Source: an optimization exercise on an open RTL-to-GDS flow (aim: small area). Production flows keep margins and buffers that such runs may drop. Function was checked by simulation only, so behaviour that the tests miss may differ from the original. No activity file was given, so power comes from the tool's default toggle rates.

File: design.v
module FIFO (
  input  wire       clk,
  input  wire       resetn,
  input  wire       rd,
  input  wire       wr,
  input  wire [7:0] w_data,
  output wire       empty,
  output wire       full,
  output wire [3:0] r_ptr,
  output wire [127:0] mem_flat
);
  reg [7:0] mem [0:15];
  reg [3:0] w_ptr_reg, r_ptr_reg;
  reg       full_reg, empty_reg;
  wire      w_en = wr & ~full_reg;
  always @(posedge clk)
    if (w_en) mem[w_ptr_reg] <= w_data;
  genvar g;
  generate for (g = 0; g < 16; g = g + 1) begin : flat
    assign mem_flat[g*8 +: 8] = mem[g];
  end endgenerate
  wire [3:0] w_succ = w_ptr_reg + 1'b1;
  wire [3:0] r_succ = r_ptr_reg + 1'b1;
  always @(posedge clk or negedge resetn)
    if (!resetn) begin
      w_ptr_reg <= 4'd0;
      r_ptr_reg <= 4'd0;
      full_reg  <= 1'b0;
      empty_reg <= 1'b1;
    end else begin
      case ({w_en, rd})
        2'b01: if (~empty_reg) begin
                 r_ptr_reg <= r_succ;
                 full_reg  <= 1'b0;
                 if (r_succ == w_ptr_reg) empty_reg <= 1'b1;
               end
        2'b10: begin
                 w_ptr_reg <= w_succ;
                 empty_reg <= 1'b0;
                 if (w_succ == r_ptr_reg) full_reg <= 1'b1;
               end
        2'b11: begin
                 w_ptr_reg <= w_succ;
                 r_ptr_reg <= r_succ;
               end
        default: ;
      endcase
    end
  assign empty = empty_reg;
  assign full  = full_reg;
  assign r_ptr = r_ptr_reg;
endmodule
module AHBPERIPH(
  input  wire        HCLK,
  input  wire        HRESETn,
  input  wire [31:0] HADDR,
  input  wire [1:0]  HTRANS,
  input  wire        HWRITE,
  input  wire [31:0] HWDATA,
  output wire [31:0] HRDATA,
  output wire        HREADY,
  input  wire        RsRx,
  output wire        RsTx,
  input  wire        capture_event,
  output wire        PWM_OUT,
  input  wire [15:0] GPIOIN,
  output wire [15:0] GPIOOUT,
  output wire [6:0]  seg,
  output wire        dp,
  output wire [3:0]  an,
  output wire        uart_irq,
  output wire        timer_irq,
  output wire        gpio_irq
);
  localparam [2:0] S_Z  = 3'b001;   
  localparam [2:0] S_N  = 3'b011;   
  localparam [2:0] S_UU = 3'b000;   
  localparam [2:0] S_GU = 3'b010;   
  localparam [2:0] S_U  = 3'b100;
  localparam [2:0] S_T  = 3'b101;
  localparam [2:0] S_G  = 3'b110;
  localparam [2:0] S_S  = 3'b111;
  wire h_aligned = (HADDR[7:5] == 3'b000) & (HADDR[1:0] == 2'b00);
  reg [2:0] slot_n;
  always @* begin
    case (HADDR[31:24])
      8'h51: slot_n = h_aligned ? S_U : S_UU;
      8'h52: slot_n = h_aligned ? S_T : S_Z;
      8'h53: slot_n = h_aligned ? S_G : S_GU;
      8'h54: slot_n = h_aligned ? S_S : S_Z;
      8'h00, 8'h50, 8'h55, 8'h56, 8'h57, 8'h58: slot_n = S_Z;
      default: slot_n = S_N;
    endcase
  end
  reg [2:0] a_slot;
  reg [2:0] a_idx;      
  reg       a_wr;
  reg       a_tr;
  always @(posedge HCLK)
    if (HREADY) begin
      a_slot <= slot_n;
      a_idx  <= HADDR[4:2];
      a_wr   <= HWRITE;
      a_tr   <= HTRANS[1];
    end
  reg rflag;
  always @(posedge HCLK or negedge HRESETn)
    if (!HRESETn) rflag <= 1'b1;
    else          rflag <= 1'b0;
  wire [2:0] d_slot = rflag ? S_Z : a_slot;
  wire ra0 = (a_idx == 3'd0);
  wire ra1 = (a_idx == 3'd1);
  wire ra2 = (a_idx == 3'd2);
  wire ra3 = (a_idx == 3'd3);
  wire ra4 = (a_idx == 3'd4);
  wire ra5 = (a_idx == 3'd5);
  wire acc_w = a_tr & a_wr;
  wire sel_u = a_tr & (a_slot == S_U);
  wire wr_t  = acc_w & (a_slot == S_T);
  wire wr_g  = acc_w & (a_slot == S_G);
  wire wr_s  = acc_w & (a_slot == S_S);
  wire tx_full, tx_empty, rx_full, rx_empty;
  wire [3:0] tx_rptr, rx_rptr;
  wire [127:0] tx_mem, rx_mem;
  assign HREADY = ~((d_slot[1:0] == 2'b00) & tx_full);
  wire uart_wr = sel_u &  a_wr & ra0;
  wire uart_rd = sel_u & ~a_wr & ra0;
  wire baud_wr = sel_u &  a_wr & ra1 & ~tx_full;
  wire par_wr  = sel_u &  a_wr & ra2;
  reg [15:0] BAUD_r;
  reg        baud_v;
  reg [7:0]  PARR;
  reg        w_baud;
  wire [15:0] BAUD = baud_v ? BAUD_r : 16'd326;
  always @(posedge HCLK)
    if (baud_wr) BAUD_r <= HWDATA[15:0];
  always @(posedge HCLK or negedge HRESETn)
    if (!HRESETn) begin
      baud_v <= 1'b0;
      PARR   <= 8'd0;
      w_baud <= 1'b0;
    end else if (baud_wr) begin
      baud_v <= 1'b1;
      w_baud <= 1'b1;
    end else if (par_wr) begin
      PARR   <= HWDATA[7:0];
    end else begin
      w_baud <= 1'b0;
    end
  wire baud_hi0 = (BAUD[15:9] == 7'd0);
  reg [2:0] fcode;
  always @* begin
    fcode = 3'd0;
    if (baud_hi0) begin
      if (BAUD[8:0] == 9'd326) fcode = 3'd1;
      if (BAUD[8:0] == 9'd81)  fcode = 3'd2;
      if (BAUD[8:0] == 9'd54)  fcode = 3'd3;
      if (BAUD[8:0] == 9'd27)  fcode = 3'd4;
    end
  end
  reg [2:0] dcode;
  reg [8:0] bcnt;
  reg [8:0] blim;
  always @* begin
    case (dcode)
      3'd1:    blim = 9'd326;
      3'd2:    blim = 9'd81;
      3'd3:    blim = 9'd54;
      3'd4:    blim = 9'd27;
      default: blim = 9'd162;
    endcase
  end
  wire btick = (bcnt == blim);
  always @(posedge HCLK or negedge HRESETn)
    if (!HRESETn) begin
      bcnt  <= 9'd0;
      dcode <= 3'd0;
    end else if (w_baud) begin
      bcnt  <= 9'd0;
      dcode <= fcode;
    end else begin
      bcnt  <= btick ? 9'd0 : bcnt + 1'b1;
    end
  localparam [2:0] ST_IDLE = 3'd0, ST_START = 3'd1, ST_DATA = 3'd2,
                   ST_PAR = 3'd3, ST_STOP = 3'd4;
  reg [2:0] tx_st;
  reg [3:0] tx_b;
  reg [2:0] tx_cnt;
  reg       tx_reg;
  reg       tx_p;       
  reg       tx_pen;     
  wire      tx_bend = btick & (tx_b == 4'd15);
  wire [7:0] tx_head = tx_mem[tx_rptr*8 +: 8];
  wire      tx_bit  = tx_head[tx_cnt];
  wire      tx_done = (tx_st == ST_STOP) & tx_bend;
  always @(posedge HCLK or negedge HRESETn)
    if (!HRESETn) begin
      tx_st  <= ST_IDLE;
      tx_reg <= 1'b1;
    end else begin
      case (tx_st)
        ST_IDLE:  begin
                    tx_reg <= 1'b1;
                    if (~tx_empty) tx_st <= ST_START;
                  end
        ST_START: begin
                    tx_reg <= 1'b0;
                    if (tx_bend) tx_st <= ST_DATA;
                  end
        ST_DATA:  begin
                    tx_reg <= tx_bit;
                    if (tx_bend & (tx_cnt == 3'd7))
                      tx_st <= PARR[1] ? ST_PAR : ST_STOP;
                  end
        ST_PAR:   begin
                    tx_reg <= tx_p;
                    if (tx_bend) tx_st <= ST_STOP;
                  end
        ST_STOP:  begin
                    tx_reg <= 1'b1;
                    if (tx_bend) tx_st <= ST_IDLE;
                  end
        default:  ;
      endcase
    end
  always @(posedge HCLK)
    case (tx_st)
      ST_IDLE: begin
        tx_b   <= 4'd0;
        tx_p   <= PARR[1] & PARR[0];
        tx_pen <= PARR[1];
      end
      ST_START: if (btick) begin
        tx_b   <= tx_b + 1'b1;
        if (tx_b == 4'd15) tx_cnt <= 3'd0;
      end
      ST_DATA: if (btick) begin
        tx_b <= tx_b + 1'b1;
        if (tx_b == 4'd15) begin
          tx_p <= tx_p ^ (tx_pen & tx_bit);
          if (tx_cnt != 3'd7) tx_cnt <= tx_cnt + 1'b1;
        end
      end
      ST_PAR: if (btick) tx_b <= tx_b + 1'b1;
      ST_STOP: if (btick & (tx_b != 4'd15)) tx_b <= tx_b + 1'b1;
      default: ;
    endcase
  assign RsTx = tx_reg;
  FIFO uFIFO_TX (
    .clk(HCLK), .resetn(HRESETn), .rd(tx_done), .wr(uart_wr),
    .w_data(HWDATA[7:0]), .empty(tx_empty), .full(tx_full),
    .r_ptr(tx_rptr), .mem_flat(tx_mem)
  );
  reg [2:0] rx_st;
  reg [3:0] rx_b;
  reg [2:0] rx_cnt;
  reg [7:0] rx_data;
  reg       rx_perr;
  wire      rx_bend = btick & (rx_b == 4'd15);
  wire      rx_done = (rx_st == ST_STOP) & rx_bend;
  always @(posedge HCLK or negedge HRESETn)
    if (!HRESETn) begin
      rx_st   <= ST_IDLE;
      rx_perr <= 1'b0;
    end else begin
      case (rx_st)
        ST_IDLE:  if (~RsRx) rx_st <= ST_START;
        ST_START: if (btick & (rx_b == 4'd7)) rx_st <= ST_DATA;
        ST_DATA:  if (rx_bend & (rx_cnt == 3'd7))
                    rx_st <= PARR[1] ? ST_PAR : ST_STOP;
        ST_PAR:   if (rx_bend) begin
                    rx_st   <= ST_STOP;
                    rx_perr <= RsRx ^ (^rx_data) ^ PARR[0];
                  end
        ST_STOP:  if (rx_bend) rx_st <= ST_IDLE;
        default:  ;
      endcase
    end
  always @(posedge HCLK)
    case (rx_st)
      ST_IDLE: rx_b <= 4'd0;
      ST_START: if (btick) begin
        if (rx_b == 4'd7) begin
          rx_b   <= 4'd0;
          rx_cnt <= 3'd0;
        end else
          rx_b <= rx_b + 1'b1;
      end
      ST_DATA: if (btick) begin
        rx_b <= rx_b + 1'b1;
        if (rx_b == 4'd15) begin
          rx_data <= {RsRx, rx_data[7:1]};
          if (rx_cnt != 3'd7) rx_cnt <= rx_cnt + 1'b1;
        end
      end
      ST_PAR: if (btick) rx_b <= rx_b + 1'b1;
      ST_STOP: if (btick & (rx_b != 4'd15)) rx_b <= rx_b + 1'b1;
      default: ;
    endcase
  FIFO uFIFO_RX (
    .clk(HCLK), .resetn(HRESETn), .rd(uart_rd), .wr(rx_done),
    .w_data(rx_data), .empty(rx_empty), .full(rx_full),
    .r_ptr(rx_rptr), .mem_flat(rx_mem)
  );
  wire [7:0] rx_head = rx_mem[rx_rptr*8 +: 8];
  assign uart_irq = ~rx_empty;
  reg [17:0] scan;
  always @(posedge HCLK or negedge HRESETn)
    if (!HRESETn) scan <= 18'h08000;
    else          scan <= scan + 1'b1;
  wire clk16 = &scan[3:0];
  wire [1:0] ring = scan[17:16];
  reg  [4:0]  control;
  reg  [31:0] load, cmp_val, nvalue, cap_val;
  wire [31:0] value = ~nvalue;    
  reg         load_v, cmp_v, cap_v;
  reg         clear, t_state, t_out, t_irq;
  always @(posedge HCLK or negedge HRESETn)
    if (!HRESETn) begin
      control <= 5'd0;
      clear   <= 1'b0;
      load_v  <= 1'b0;
      cmp_v   <= 1'b0;
    end else if (wr_t) begin
      if (ra2) control <= HWDATA[4:0];
      if (ra3) clear   <= HWDATA[0];
      if (ra0) load_v  <= 1'b1;
      if (ra4) cmp_v   <= 1'b1;
    end
  always @(posedge HCLK)
    if (wr_t) begin
      if (ra0) load    <= HWDATA;
      if (ra4) cmp_val <= HWDATA;
    end
  wire t_tick  = control[0] & (~control[4] | clk16);
  wire [2:0] t_mode = control[3:1];
  wire m_per = (t_mode == 3'd1);
  wire m_cmp = (t_mode == 3'd2);
  wire m_pwm = (t_mode == 3'd3);
  wire m_cap = (t_mode == 3'd4);
  wire m_free = ~(m_per | m_cmp | m_pwm | m_cap);
  wire v_zero = (value == 32'd0);
  wire v_eq   = cmp_v ? (value == cmp_val) : v_zero;
  wire run    = t_tick & t_state;
  wire reload = ~t_state | (m_per & v_zero) | (m_cmp & v_eq) |
                (m_pwm & ~v_eq & v_zero);
  wire irq_set = ((m_free | m_per) & v_zero) | (m_cmp & v_eq) |
                 (m_pwm & (v_eq | v_zero)) | (m_cap & capture_event);
  wire cap_now = run & m_cap & capture_event;
  always @(posedge HCLK)
    if (t_tick)
      nvalue <= reload ? ~(load_v ? load : 32'd0) : nvalue + 1'b1;
  always @(posedge HCLK)
    if (cap_now) cap_val <= value;
  always @(posedge HCLK or negedge HRESETn)
    if (!HRESETn) begin
      t_state <= 1'b0;
      t_out   <= 1'b1;
      cap_v   <= 1'b0;
      t_irq   <= 1'b0;
    end else begin
      if (t_tick) t_state <= 1'b1;
      if (t_tick & ~t_state)
        t_out <= 1'b1;
      else if (run & m_pwm & v_eq)
        t_out <= 1'b0;
      else if (run & m_pwm & v_zero)
        t_out <= 1'b1;
      if (cap_now) cap_v <= 1'b1;
      t_irq <= (run & irq_set) | (t_irq & ~clear);
    end
  assign PWM_OUT   = t_out;
  assign timer_irq = t_irq;
  reg [15:0] g_out, g_dir, g_mask, g_in, g_prev;
  reg        g_mask_v;
  reg        g_irq;
  wire [15:0] g_wmask = g_mask & g_dir & {16{g_mask_v}};
  always @(posedge HCLK or negedge HRESETn)
    if (!HRESETn) begin
      g_dir    <= 16'd0;
      g_mask_v <= 1'b0;
    end else if (wr_g) begin
      if (ra2) g_mask_v <= 1'b1;
      if (ra1) g_dir  <= HWDATA[15:0];
    end
  genvar gi;
  generate for (gi = 0; gi < 16; gi = gi + 1) begin : gpio_out
    always @(posedge HCLK or negedge HRESETn)
      if (!HRESETn)
        g_out[gi] <= 1'b0;
      else if (wr_g & ra0 & g_wmask[gi])
        g_out[gi] <= HWDATA[gi];
  end endgenerate
  always @(posedge HCLK)
    if (wr_g & ra2) g_mask <= HWDATA[15:0];
  always @(posedge HCLK)
    g_in <= (g_dir & g_out) | (~g_dir & GPIOIN);
  always @(posedge HCLK)
    g_prev <= GPIOIN;
  always @(posedge HCLK or negedge HRESETn)
    if (!HRESETn)
      g_irq <= 1'b0;
    else
      g_irq <= rflag ? |GPIOIN : |((GPIOIN ^ g_prev) & ~g_dir);
  assign GPIOOUT  = g_out;
  assign gpio_irq = g_irq;
  reg [7:0] DIG1, DIG2, DIG3, DIG4;
  reg       DISP;
  always @(posedge HCLK or negedge HRESETn)
    if (!HRESETn) begin
      DIG1 <= 8'h05;
      DIG2 <= 8'h0E;
      DIG3 <= 8'h00;
      DIG4 <= 8'h01;
      DISP <= 1'b0;
    end else if (wr_s) begin
      if (ra0) DIG1 <= HWDATA[7:0];
      if (ra1) DIG2 <= HWDATA[7:0];
      if (ra2) DIG3 <= HWDATA[7:0];
      if (ra3) DIG4 <= HWDATA[7:0];
      if (ra4) DISP <= HWDATA[0];
    end
  wire [3:0] ring_oh = 4'b0001 << ring;
  wire [7:0] code = ({8{ring_oh[0]}} & DIG1) | ({8{ring_oh[1]}} & DIG2) |
                    ({8{ring_oh[2]}} & DIG3) | ({8{ring_oh[3]}} & DIG4);
  assign an = ~ring_oh;
  assign dp = ~code[7];
  reg [6:0] seg_on;    
  always @* begin
    seg_on = 7'b0000000;
    if (code[6:4] == 3'b000) begin
      case (code[3:0])
        4'h0: seg_on = 7'b0111111;
        4'h1: seg_on = 7'b0000110;
        4'h2: seg_on = 7'b1011011;
        4'h3: seg_on = 7'b1001111;
        4'h4: seg_on = 7'b1100110;
        4'h5: seg_on = 7'b1101101;
        4'h6: seg_on = 7'b1111101;
        4'h7: seg_on = 7'b0000111;
        4'h8: seg_on = 7'b1111111;
        4'h9: seg_on = 7'b1101111;
        4'ha: seg_on = DISP ? 7'b0 : 7'b1110111;
        4'hb: seg_on = DISP ? 7'b0 : 7'b1111100;
        4'hc: seg_on = DISP ? 7'b0 : 7'b0111001;
        4'hd: seg_on = DISP ? 7'b0 : 7'b1011110;
        4'he: seg_on = DISP ? 7'b0 : 7'b1111001;
        default: seg_on = DISP ? 7'b0 : 7'b1110001;
      endcase
    end
  end
  assign seg = ~seg_on;
  wire dU = (d_slot == S_U);
  wire dT = (d_slot == S_T);
  wire dS = (d_slot == S_S);
  wire dG = (d_slot[1:0] == 2'b10);
  wire dN = (d_slot == S_N);
  wire sU0 = dU & ra0, sU1 = dU & ra1, sU2 = dU & ra2, sU3 = dU & ra3;
  wire sT0 = dT & ra0 & load_v, sT1 = dT & ra1 & t_state, sT2 = dT & ra2;
  wire sT4 = dT & ra4 & cmp_v, sT5 = dT & ra5 & cap_v;
  wire sS0 = dS & ra0, sS1 = dS & ra1, sS2 = dS & ra2, sS3 = dS & ra3;
  wire sS4 = dS & ra4;
  assign HRDATA = ({32{sU0}} & {24'd0, rx_head}) |
                  ({32{sU1}} & {16'd0, BAUD}) |
                  ({32{sU2}} & {24'd0, PARR}) |
                  ({32{sU3}} & {29'd0, tx_full, rx_empty, rx_perr}) |
                  ({32{sT0}} & load) |
                  ({32{sT1}} & value) |
                  ({32{sT2}} & {27'd0, control}) |
                  ({32{sT4}} & cmp_val) |
                  ({32{sT5}} & cap_val) |
                  ({32{sS0}} & {24'd0, DIG1}) |
                  ({32{sS1}} & {24'd0, DIG2}) |
                  ({32{sS2}} & {24'd0, DIG3}) |
                  ({32{sS3}} & {24'd0, DIG4}) |
                  ({32{sS4}} & {31'd0, DISP}) |
                  ({32{dG}} & {16'd0, g_in}) | ({32{dN}} & 32'hDEADBEEF);
endmodule
File: flow/run.sh
#!/bin/bash
set -euo pipefail
W=$PWD
# Synthesis script: synth_recipe.tcl with abc's -script argument replaced.
{
  echo "proc abc {args} {"
  echo "  set i [lsearch -exact \$args -script]"
  echo "  if {\$i >= 0} { lset args [expr {\$i + 1}] $W/flow/area.abc }"
  echo "  yosys abc {*}\$args"
  echo "}"
  cat synth_recipe.tcl
} > my_synth.tcl
sed "s|SYNTH_SCRIPT=[^ ]*|SYNTH_SCRIPT=$W/my_synth.tcl|" standard.sh > my_standard.sh
grep -q "SYNTH_SCRIPT=$W/my_synth.tcl" my_standard.sh
export BUFFER_PORTS_ARGS="-buffer_cell sky130_fd_sc_hd__buf_1"
export CTS_ARGS="-sink_clustering_enable -repair_clock_nets -dont_use_dummy_load -buf_list sky130_fd_sc_hd__clkbuf_4 -root_buf sky130_fd_sc_hd__clkbuf_16 -sink_clustering_size 10 -sink_clustering_max_diameter 40"
bash my_standard.sh > standard.log 2>&1
File: flow/area.abc
strash
dc2
&get -n
&deepsyn -T 30
&put
dc2
dch -f
amap -m -F 4 -A 8
File: standard.sh
#!/bin/bash
# synth_recipe.tcl (not shown) runs the flow's synth.tcl, then flattens the netlist and writes it again
# the make line also repeats each setting of config.mk as NAME=value (left out here)
make -C /OpenROAD-flow-scripts/flow DESIGN_CONFIG=/design/flow/config.mk WORK_HOME=/design/flow/orfs CLKGATE_MAP_FILE= SYNTH_SCRIPT=/design/flow/synth_recipe.tcl "${@:-finish}"
File: config.mk
export PLATFORM = sky130hd
export DESIGN_NAME = AHBPERIPH
export DESIGN_NICKNAME = AHBPERIPH
export VERILOG_FILES = /design/flow/design.v
export SDC_FILE = /design/flow/constraint.sdc
export NUM_CORES = 4
export LEC_CHECK = 0
export CAP_MARGIN = 20
export CORE_MARGIN = 2
export CORE_UTILIZATION = 65
export PLACE_DENSITY = 0.8
export SLEW_MARGIN = 20
File: constraint.sdc
create_clock -name core_clock -period 10.0 [get_ports {HCLK}]
set_input_delay 2.0000 -clock core_clock [delete_from_list [all_inputs] [get_ports {HCLK}]]
set_output_delay 2.0000 -clock core_clock [all_outputs]
set_load 0.01 [all_outputs]
==> run notes <==
==> final timing paths <==
| path | startpoint | endpoint | depth (start not counted) |
|---|---|---|---|
| setup / recovery | nvalue[1] | nvalue[27] | 37 |
| hold / removal | g_dir[14] | g_in[14] | 1 |
| setup reg to reg | nvalue[1] | nvalue[27] | 37 |
| hold reg to reg | g_dir[14] | g_in[14] | 1 |
| max in group asynchronous | HRESETn | g_out[7] | 2 |
| min in group asynchronous | HRESETn | uFIFO_TX.r_ptr_reg[3] | 1 |
==> power by group <==
group | leakage, nW | internal, mW | switching [mW] | total (mW)
logic | 2.90 | 0.0216 | 0.0736 | 0.0952
clock network | 0.470 | 0.524 | 0.822 | 1.35
registers | 5.91 | 2.78 | 0.00718 | 2.79
==> metal layers <==
metal | part of all wire (%) | track usage (%) | vias to the layer above
li1 | - | - | 8747
met1 | 37 | 47.3 | 9476
met2 | 47 | 55.6 | 1408
met3 | 12 | 7.46 | 241
met4 | 4.5 | 15.2 | 0
met5 | 0 | 0 | -
==> logic make-up (layout without fill, tap and decap cells) <==
kind of cell	count (synthesis)	count (layout)	synth area share [%]
compound gates	640	640	17.0
flops	628	628	68.4
other cells	1	1	0.0144
xor+xnor	2	2	0.0673
buf+inv	304	558	4.38
fa+ha+maj	25	25	1.20
simple gates	533	533	8.89
==> area by class of cell <==
type                    instances  share of cell area (%)
well taps                     525                    2.31
flip-flops and latches        628                    62.8
multi-input cells            1201                    25.2
inverters                     304                    4.02
repair buffers                167                    2.84
clock buffers                  87                    2.86
==> per-stage QoR <==
| step | setup slack [ns] | instances | power (mW) | hold WS, ns | util (%) |
|---|---|---|---|---|---|
| final | 0.950 | 2912 | 4.23 | 0.462 | 71.6 |
| after floorplan | 1.02 | 2133 | 2.87 | 0.430 | - |
| after detailed placement | 1.02 | 2822 | 2.94 | 0.449 | 69.3 |
| after global placement | 1.31 | 2821 | 2.94 | 0.435 | 69.3 |
| after CTS | 0.868 | 2909 | 4.24 | 0.457 | 71.4 |
| after global routing | 0.0245 | 2912 | 4.34 | 0.471 | 71.6 |
==> placed cells by master, fill, tap and decap left out, drive strengths merged, types with 77 or more instances in the layout <==
| cell | instances |
|---|---|
| a21oi | 79 |
| buf | 166 |
| clkbuf | 88 |
| clkinv | 304 |
| dfrtp | 136 |
| edfxtp | 448 |
| nand2 | 99 |
| nor2 | 262 |
| nor3 | 77 |
| o21ai | 107 |
| o22ai | 147 |
==> impl_metrics.env <==
export IMPL_status="complete, no violations"
export IMPL_num_io_pins=153
export IMPL_grt_max_degree=76
export IMPL_cp_num_buf_inv=16
export IMPL_yosys_cell_count_top_type="edfxtp_1"
export IMPL_firstDrtPassIters=7
export IMPL_min_period_over_period_pct=90.5
export IMPL_synth_top_cells_by_area="edfxtp_1 52%, dfrtp_1 13%, clkinv_1 4.4%"
export IMPL_path_clk_slew_ns=0.11
export IMPL_core_area_sq_mm=0.0396
export IMPL_cts_buffers_inserted=87
export IMPL_synth_ff_latch_count=628
export IMPL_synth_top_cell_area_share_pct=51.7
export IMPL_synth_avg_cell_area_sq_um=12.2
export IMPL_rsz0062_at_grt="false"
export IMPL_period_needed_ns=9.05
export IMPL_route_antenna_remaining_nets=0
export IMPL_row_count=73
export IMPL_largestRegisters="uFIFO_RX.mem: 128 flops, uFIFO_TX.mem: 128 flops"
export IMPL_relSlewSlack_pct=20.3
export IMPL_design_area_sq_mm=0.0284
export IMPL_cpLargestDelayFamily="simple AND/OR/NAND/NOR gates"
export IMPL_syn2layout_area_growth_pct=9.00
export IMPL_hold_viol_final=0
export IMPL_irDropWorstVdd_mv=0.118
export IMPL_die_area_sq_mm=0.0417
export IMPL_antenna_found_initial=0
export IMPL_slowest_stage="edfxtp_1"
export IMPL_synth_common_cells="448 x edfxtp_1, 304 x clkinv_1, 262 x nor2_1"
export IMPL_start_kind="register"
export IMPL_ctsHoldBuffers=0
export IMPL_cts_tree="yes"
export IMPL_max_slew_worst_pin_slew_ns=1.17
export IMPL_mappedNetlistNets=2245
export IMPL_io_buffers=135
export IMPL_grt_overflow_total=0
export IMPL_grt_use_total_pct=35.0
export IMPL_crit_path_end_kind="register"
export IMPL_fin_skew_ns=0.0600
export IMPL_synth_edff_count=448
export IMPL_final_nets=2501
export IMPL_vias_per_cell=6.82
export IMPL_final_max_slew_viol_count=0
export IMPL_placed_area_sq_mm=0.0275
export IMPL_syn_inst=2133
export IMPL_crit_fanout=34
export IMPL_p_leak_nw=9.29
export IMPL_drc=0
export IMPL_drt_total_wl_um=72800
export IMPL_clk_path_buf_depth=3
export IMPL_dr_first_iter_drc_count=3040
export IMPL_setup_viol=0
export IMPL_max_stage_delay_ns=0.45
export IMPL_post_cts_resized=0
export IMPL_syn_area_sq_mm=0.0260
export IMPL_die_y_um=204
export IMPL_gp_congestion=0.976
export IMPL_crit_top_cell="clkinv_1"
export IMPL_fillers=2705
export IMPL_power_density_mw_per_mm2=149
export IMPL_cts_root_buf="clkbuf_16"
export IMPL_rrSetupSlack_ns=0.95
export IMPL_setup_tns_ns=0
export IMPL_cts_setup_buffers=0
export IMPL_die_x_um=204
export IMPL_clkLatencyLatePin_ns=0.58
export IMPL_grt_pass1_wl_um=109000
export IMPL_h_tree_depth=3
export IMPL_routedWlPerCell_um=25.0
export IMPL_max_freq_mhz=110
export IMPL_yosys_area_top_type="edfxtp_1"
export IMPL_crit_type="reg2reg"
export IMPL_yosys_most_used_dff="edfxtp_1"
export IMPL_antennaDiodeCount=0
export IMPL_ff_latch_area_sq_mm=0.0178
export IMPL_async_flop_share_pct=23.6
export IMPL_crit_arrival_ns=9.37
export IMPL_ys_warn_count=2
export IMPL_synthDistinctLibCells=55
export IMPL_dp_hpwl_um=49700
export IMPL_cts_sinks=628
export IMPL_layout_drive_gt1_share_pct=6.03
export IMPL_multi_input_area_sq_mm=0.00716
export IMPL_vias=19900
export IMPL_start_util_pct=65.7
export IMPL_required_ns=10.32
export IMPL_hp_class="reg2reg"
export IMPL_grt_pass1_vias=19000
export IMPL_yosysSeqAreaShare_pct=68.4
export IMPL_cap_violations=0

==> static timing again, ports no longer ideal <==
How much do the figures lean on ideal ports? The routed layout below was timed once more, with nothing changed but the port constraints.
Step 1: set_driving_cell puts a clkbuf_16 on HCLK and a buf_2 on each other input, an assumption about the parent block.
Step 2 adds t to the input delays and takes it off the output delays; t is the mean of the earliest and latest rising clock arrival at the registers after step 1. Input paths then give back, and output paths get back, about the clock's delay inside the block.
Slacks: ideal ports / drivers / drivers and shift; pairs: ideal ports / drivers.
t, ns: 0.619
slack for setup (ns): 0.950 / 0.950 / 0.950
latest minus earliest clock arrival (ns): 0.074 / 0.074
After both steps this run still meets setup and hold. For this run, drivers alone change the setup slack by 0.000 ns; drivers and shift together by 0.000 ns.
